Source: an optimization exercise on an open RTL-to-GDS flow (aim: small area). Production flows keep margins and buffers that such runs may drop. No functional check of the RTL was part of any run shown here.

==> flow/design.v, too long to show whole: its modules and the start of the top module <==
// module top_level: 3786 lines
// module fa: 4 lines
// module ha: 4 lines
// module pn: 3 lines
// module pr: 3 lines
// module xr: 3 lines
// module xn: 3 lines
module top_level (
    input clk, reset,
    input logic signed [10:0] sig_modulated_fixed_real,
    input logic signed [10:0] sig_modulated_fixed_imag,
    input logic signed [10:0] demod_Lo_real,
    input logic signed [10:0] demod_Lo_imag,
    output logic signed [61:0] sig_demod_30_real,
    output logic signed [61:0] sig_demod_30_imag
);
  // ...
==> flow/flow/run.sh <==
#!/bin/bash
# The standard layout, with smaller port buffers: buffer_ports otherwise picks
# clkdlybuf4s50_1 for every port.
set -euo pipefail
export BUFFER_PORTS_ARGS="-buffer_cell sky130_fd_sc_hd__buf_2"
bash standard.sh > standard.log 2>&1
==> flow/standard.sh <==
#!/bin/bash
# synth_recipe.tcl (not shown) runs the flow's synth.tcl, then flattens the netlist and writes it again
# the make line also repeats each setting of config.mk as NAME=value (left out here)
make -C /OpenROAD-flow-scripts/flow DESIGN_CONFIG=/design/flow/config.mk WORK_HOME=/design/flow/orfs CLKGATE_MAP_FILE= SYNTH_SCRIPT=/design/flow/synth_recipe.tcl "${@:-finish}"
==> flow/config.mk <==
export PLATFORM = sky130hd
export DESIGN_NAME = top_level
export DESIGN_NICKNAME = top_level
export VERILOG_FILES = /design/flow/design.v
export SDC_FILE = /design/flow/constraint.sdc
export NUM_CORES = 4
export LEC_CHECK = 0
export CAP_MARGIN = 20
export CORE_MARGIN = 2
export CORE_UTILIZATION = 50
export CTS_BUF_LIST = sky130_fd_sc_hd__clkbuf_8
export GPL_TIMING_DRIVEN = 0
export SETUP_SLACK_MARGIN = 0.1
export SLEW_MARGIN = 20
export SYNTH_HIERARCHICAL = 1
export SYNTH_MINIMUM_KEEP_SIZE = 0
==> flow/constraint.sdc <==
create_clock -name core_clock -period 10.0 [get_ports {clk}]
set_input_delay 2.0000 -clock core_clock [delete_from_list [all_inputs] [get_ports {clk}]]
set_output_delay 2.0000 -clock core_clock [all_outputs]
set_load 0.01 [all_outputs]
==> reports/qor.txt, run 1 <==
Worst reg2reg path endpoint: acc_im[28]$_SDFF_PP0_
Most frequent cells in the layout: 701 x nand2_1, 491 x fa_1, 176 x nor2_1, 166 x dfxtp_1, 139 x ha_1
Synth Flop Type: dfxtp_1
Status: complete, no violations
Worst Tran Pin Value: 1.003 ns
Register area share after synthesis: 14.35%
Non-clk bufs: 351
Synth Register Bits: 167
Antenna Cells: 0
Placed instance count: 3,283
Worst-Skew Late Latency: 0.50 ns
Resized cells post-CTS: 66
WP data required: 10.37 ns
Synth Area in Simple Gates: 20.31%
Delay-heaviest family, CP: adder cells
Routed vias/inst: 5.626
Number of H-tree levels: 4
Most frequent cells after synthesis: 701 x nand2_1, 491 x fa_1, 181 x nor2_1
DR pass1 iterations: 7
Post-CTS Setup Repair Bufs: 39
GR Util All Layers: 31.32%
Wire length on met2: 35.77 mm
Met1 WL: 28.78 mm
Synth cell types: 48
Area post-placement: 0.02490 mm²
Post-Layout Cell Count: 3,371
Multi-input logic area: 0.01899 mm²
Most common cell in the netlist: nand2_1
DRC: 0
Total CTS buffers: 17
Post-synthesis compound-gate area fraction: 6.362%
Largest net degree at the start of global routing: 36
Avg Synthesized Cell Area: 9.292 µm²
Period utilisation layout: 96.72%
WP depth: 30
Top Metal Used: met5
Vias: 18,970
Synth top area cells: fa_1 42%, dfxtp_1 14%, nand2_1 11%
Largest area contributor in the synthesized netlist: fa_1
CP arrival: 10.04 ns
Die X: 219.9 µm
Synth Instances: 2,508
==> inputs of run 2 (changes only) <==
--- a/flow/design.v
+++ b/flow/design.v
@@ -19,19 +19,20 @@
            && (demod_Lo_real == 11'h400) && (demod_Lo_imag == 11'h400);
 wire [10:0] n_sig_modulated_fixed_real = ~sig_modulated_fixed_real;
 wire [10:0] n_sig_modulated_fixed_imag = ~sig_modulated_fixed_imag;
 wire [10:0] n_demod_Lo_real = ~demod_Lo_real;
 wire [10:0] n_demod_Lo_imag = ~demod_Lo_imag;
 wire [22:0] p_re, p_im;
 logic [28:0] acc_re, acc_im, out_re, out_im;
 logic [22:0] nxt_re, nxt_im;
-wire [28:0] base_re = last ? {{5{nxt_re[22]}}, nxt_re, 1'b0} : acc_re;
-wire [28:0] base_im = last ? {{5{nxt_im[22]}}, nxt_im, 1'b0} : acc_im;
-wire [28:0] acc_next_re, acc_next_im;
+logic fresh;
+wire [28:0] base_re = last ? {{5{nxt_re[22]}}, nxt_re, 1'b0} : fresh ? 29'd0 : acc_re;
+wire [28:0] base_im = last ? {{5{nxt_im[22]}}, nxt_im, 1'b0} : fresh ? 29'd0 : acc_im;
+wire [28:0] acc_next_re, acc_next_im, acc_nextn_re, acc_nextn_im;
 wire pp1;
 wire pp2;
 wire pp3;
 wire pp4;
 wire pp5;
 wire pp6;
 wire pp7;
 wire pp8;
@@ -3756,26 +3757,25 @@
 xr u_acc_next_im_22 (.a(Ip2013), .b(IG2093), .y(acc_next_im[22]));
 xr u_acc_next_im_23 (.a(Ip2015), .b(IG2117), .y(acc_next_im[23]));
 xr u_acc_next_im_24 (.a(Ip2017), .b(IG2077), .y(acc_next_im[24]));
 xr u_acc_next_im_25 (.a(Ip2019), .b(IG2119), .y(acc_next_im[25]));
 xr u_acc_next_im_26 (.a(Ip2021), .b(IG2095), .y(acc_next_im[26]));
 xr u_acc_next_im_27 (.a(Ip2023), .b(IG2121), .y(acc_next_im[27]));
 xr u_acc_next_im_28 (.a(Ip2025), .b(IG2083), .y(acc_next_im[28]));
 always_ff @(posedge clk) begin
+    fresh <= reset;
+    acc_re <= acc_next_re;
+    acc_im <= acc_next_im;
     if (reset) begin
         cnt <= 5'd0;
-        acc_re <= '0;
-        acc_im <= '0;
         out_re <= '0;
         out_im <= '0;
     end else begin
         cnt <= last ? 5'd0 : cnt + 5'd1;
-        acc_re <= acc_next_re;
-        acc_im <= acc_next_im;
         if (last) begin
             out_re <= acc_re;
             out_im <= acc_im;
         end
     end
 end
 always_ff @(posedge clk) begin
     nxt_re <= p_re;
==> flow/flow/run.sh (replaced) <==
#!/bin/bash
# The standard layout with smaller port buffers: buffer_ports otherwise picks
# clkdlybuf4s50_1 for every port. Outputs get buf_1 (from a hook run before
# global placement), inputs buf_4.
set -euo pipefail
export PRE_GLOBAL_PLACE_TCL="$(pwd)/flow/hook_out.tcl"
export BUFFER_PORTS_ARGS="-inputs -buffer_cell sky130_fd_sc_hd__buf_4"
bash standard.sh > standard.log 2>&1
==> flow/flow/hook_out.tcl (new file) <==
# buffer the outputs with the smallest buffer; global_place.tcl then buffers the inputs
buffer_ports -outputs -buffer_cell sky130_fd_sc_hd__buf_1
==> flow/config.mk (replaced) <==
export PLATFORM = sky130hd
export DESIGN_NAME = top_level
export DESIGN_NICKNAME = top_level
export VERILOG_FILES = /design/flow/design.v
export SDC_FILE = /design/flow/constraint.sdc
export NUM_CORES = 4
export LEC_CHECK = 0
export CAP_MARGIN = 20
export CORE_MARGIN = 2
export CORE_UTILIZATION = 50
export CTS_BUF_LIST = sky130_fd_sc_hd__clkbuf_8
export GPL_TIMING_DRIVEN = 1
export SETUP_SLACK_MARGIN = 0.1
export SLEW_MARGIN = 20
export SYNTH_HIERARCHICAL = 1
export SYNTH_MINIMUM_KEEP_SIZE = 0
==> reports/qor.txt, run 2 <==
Most frequent cells in the layout: 662 x nand2_1, 491 x fa_1, 183 x nor2_1, 166 x dfxtp_1, 154 x buf_4
Synth Register Bits: 168 (+0.60%)
Overflow after GRT: 0
Layout cells sized above 1: 8.436%
Layout Nets: 3,181
Global-route wire length before repair: 106.7 mm
Post-synth EDFFs: 0
GR Util All Layers: 29.07% (-2.2 points)
Post-route ant nets: 0
Worst-path clk slew: 0.10 ns
Minimum hold slack: 0.4595 ns
CP Capture Type: flop
Most common cell after layout, fill and taps aside: nand2_1
R2R setup slack: 0.63 ns
Post-synth top area share: 42.51%
Synth top area cells: fa_1 43%, dfxtp_1 15%, nand2_1 11%
Period utilisation layout: 96.75% (about the same)
IO buf count: 169
Initial core utilization: 50.84%
Post-place setup slack: -0.2596 ns
Register area share after synthesis: 14.55% (+0.20 points)
Largest net degree at the start of global routing: 65 (+81%)
Longest Clk Path Bufs: 2
WP data required: 10.39 ns (+0.02 ns)
Most frequent cells after synthesis: 662 x nand2_1, 491 x fa_1, 184 x nor2_1
Crit path top cell by count: fa_1
Die Y: 219.0 µm
Max Freq: 103.4 MHz
CP Class: input pin to flop
Post-synth net total: 3,134
Final hold violations: 0
Sink Count: 168
Initial DRC count: 1,638
Antenna Cells: 0 (unchanged)
Synthesized area: 0.02312 mm²
Synth cell types: 49 (+2.1%)
Worst-Skew Late Latency: 0.50 ns (about the same)
Buffer and inverter count on the worst path: 2
RSZ-0062 raised after global routing: false
Max_cap viols: 0
HPWL Detailed: 52.89 mm
Status: complete, no violations
# IOs: 170
# setup viols final: 0
Routed vias/inst: 5.698 (+1.3%)
Rel. slew slack: 35.13%
Crit path time final: 9.675 ns
DR WL/cell: 21.29 µm
Synth Instances: 2,453 (-2.2%)
Core footprint: 0.04548 mm²
Most common cell in the netlist: nand2_1
Post-Layout Cell Count: 3,113 (-7.7%)
DRC: 0 (unchanged)
Die X: 219.0 µm (-0.38%)
Final setup margin: 0.3249 ns
Clock root buffer: clkbuf_8
Largest area contributor in the synthesized netlist: fa_1
Min-Delay Path Class: flop to flop
Number of H-tree levels: 4 (unchanged)
Number of global-route vias before repair: 19,220
Total CTS buffers: 17 (unchanged)
Clock Skew: 0.01618 ns
Crit path max fanout: 13
Row count: 78
DR pass1 iterations: 7 (unchanged)
CP arrival: 10.06 ns (+0.02 ns)
Layout overhead on the synthesized area: 7.300%
GP Congestion: 0.9400
Worst Tran Pin Value: 0.9730 ns (-0.03038 ns)
Asr flop ratio synth: 0%
CP max-delay cell: fa_1
Delay-heaviest family, CP: adder cells
Synth Flop Type: dfxtp_1
Largest stage delay, worst path: 0.56 ns
Placed instance count: 3,076 (-6.3%)
Avg Synthesized Cell Area: 9.426 µm² (+1.4%)
Slew Limit Fails: 0
Drt total wl: 66.27 mm
Ys Warns: 7
TritonCTS clock tree: done
CTS Hold Bufs: 0
Crit start category: input pin
Initial antenna violation count: 0
Die area: 0.04798 mm²
Vias: 17,740 (-6.5%)
-- run 2: cell count changes in the layout (fill, tap and decap cells not counted), moves of 22 or more --
cell        before  now
buf_2          126    0
buf_4          132  154
clkbuf_1        58    0
clkinvlp_4      27    2
nand2_1        701  662
nand3b_1         0   42
nor2b_1         60    3
-- run 2: kinds of logic after synthesis --
kind of cell	after synthesis	share of synthesized area, %
compound gates	235	6.504
xor+xnor	102	3.864
fa+ha+maj	635	50.30
buf+inv	249	5.124
flops	168	14.55
simple gates	1064	19.66
-- run 2: tightest hold or removal path, cell delays in order, from the launching register on --
cell and delay (ns):
dfxtp_1 0.32, nand2_1 0.05, a21oi_1 0.05
-- run 2: through the flow --
step           area (µm²)  utilization [%]  TNS (ns)
6_report            24810            54.55         0
3_5_place_dp        24320            53.48    -1.221
4_1_cts             24740            54.40         0
5_1_grt             24810            54.55         0
3_3_place_gp        24320            53.48   -0.2934
2_1_floorplan       23120                -         0
-- run 2: worst paths after layout --
| kind | start | end | depth (start not counted) |
|---|---|---|---|
| hold reg to reg | acc_re[24]$_DFF_P_ | out_re[24]$_SDFFE_PP0P_ | 2 |
| hold / removal | acc_re[24]$_DFF_P_ | out_re[24]$_SDFFE_PP0P_ | 2 |
| setup / recovery | demod_Lo_imag[5] | acc_re[23]$_DFF_P_ | 31 |
| setup reg to reg | cnt[3]$_SDFF_PP0_ | acc_im[23]$_DFF_P_ | 33 |
-- run 2: layout make-up --
cell class | instances | area, µm²
Sequential cell | 168 | 3371
Fill cell | 4228 | 20670
Clock inverter | 15 | 183.9
Clock buffer | 17 | 234.0
Multi-Input combinational cell | 2036 | 18630
Timing Repair Buffer | 155 | 1176
Tap cell | 600 | 750.7
Inverter | 122 | 465.4
-- run 2: per-layer routing --
| metal | GRT usage (%) | vias to the layer above | part of all wire, % |
|---|---|---|---|
| met4 | 6.802 | 0 | 2.4 |
| met2 | 45.57 | 860 | 45 |
| met1 | 41.31 | 8922 | 43 |
| met3 | 6.486 | 131 | 8.8 |
| li1 | - | 7825 | - |
| met5 | 0 | - | 0 |
-- run 2: what timing repair did --
action | 4_1_cts | 5_1_grt
resized for setup | 0 | 6
endpoints found under the setup margin | 0 | 8
setup buffers | 0 | 5
-- run 2: modules after synthesis, one instance, submodules excluded --
module	cell area [µm²]	cells inside	copies in the design
xn	8.758	1	44
pr	3.754	1	161
pn	3.754	1	323
fa	20.02	1	491
ha	12.51	1	124
xr	8.758	1	56
top_level	9049	1254	1

port drivers added, routing unchanged:
How much do the figures lean on ideal ports? The routed layouts below were timed once more, with nothing changed but the port constraints.
Step 1: set_driving_cell puts a clkbuf_16 on clk and a buf_2 on each other input, an assumption about the parent block.
Step 2 also shifts input and output timing later by t, the mid clock arrival at the registers, as if the neighbouring blocks saw the same clock.
Three values: ideal, step 1, step 2; two values: the first two.
run	t (ns)	setup WS [ns]	latest minus earliest clock arrival (ns)
run 1	0.537	0.328 / 0.320 / -0.217	0.020 / 0.020
run 2	0.532	0.325 / 0.332 / -0.200	0.016 / 0.017
Met with ideal ports but missed after step 2: setup timing in run 1 and run 2. For run 1, which loses most, drivers alone change the setup slack by -0.008 ns; drivers and shift together by -0.545 ns.
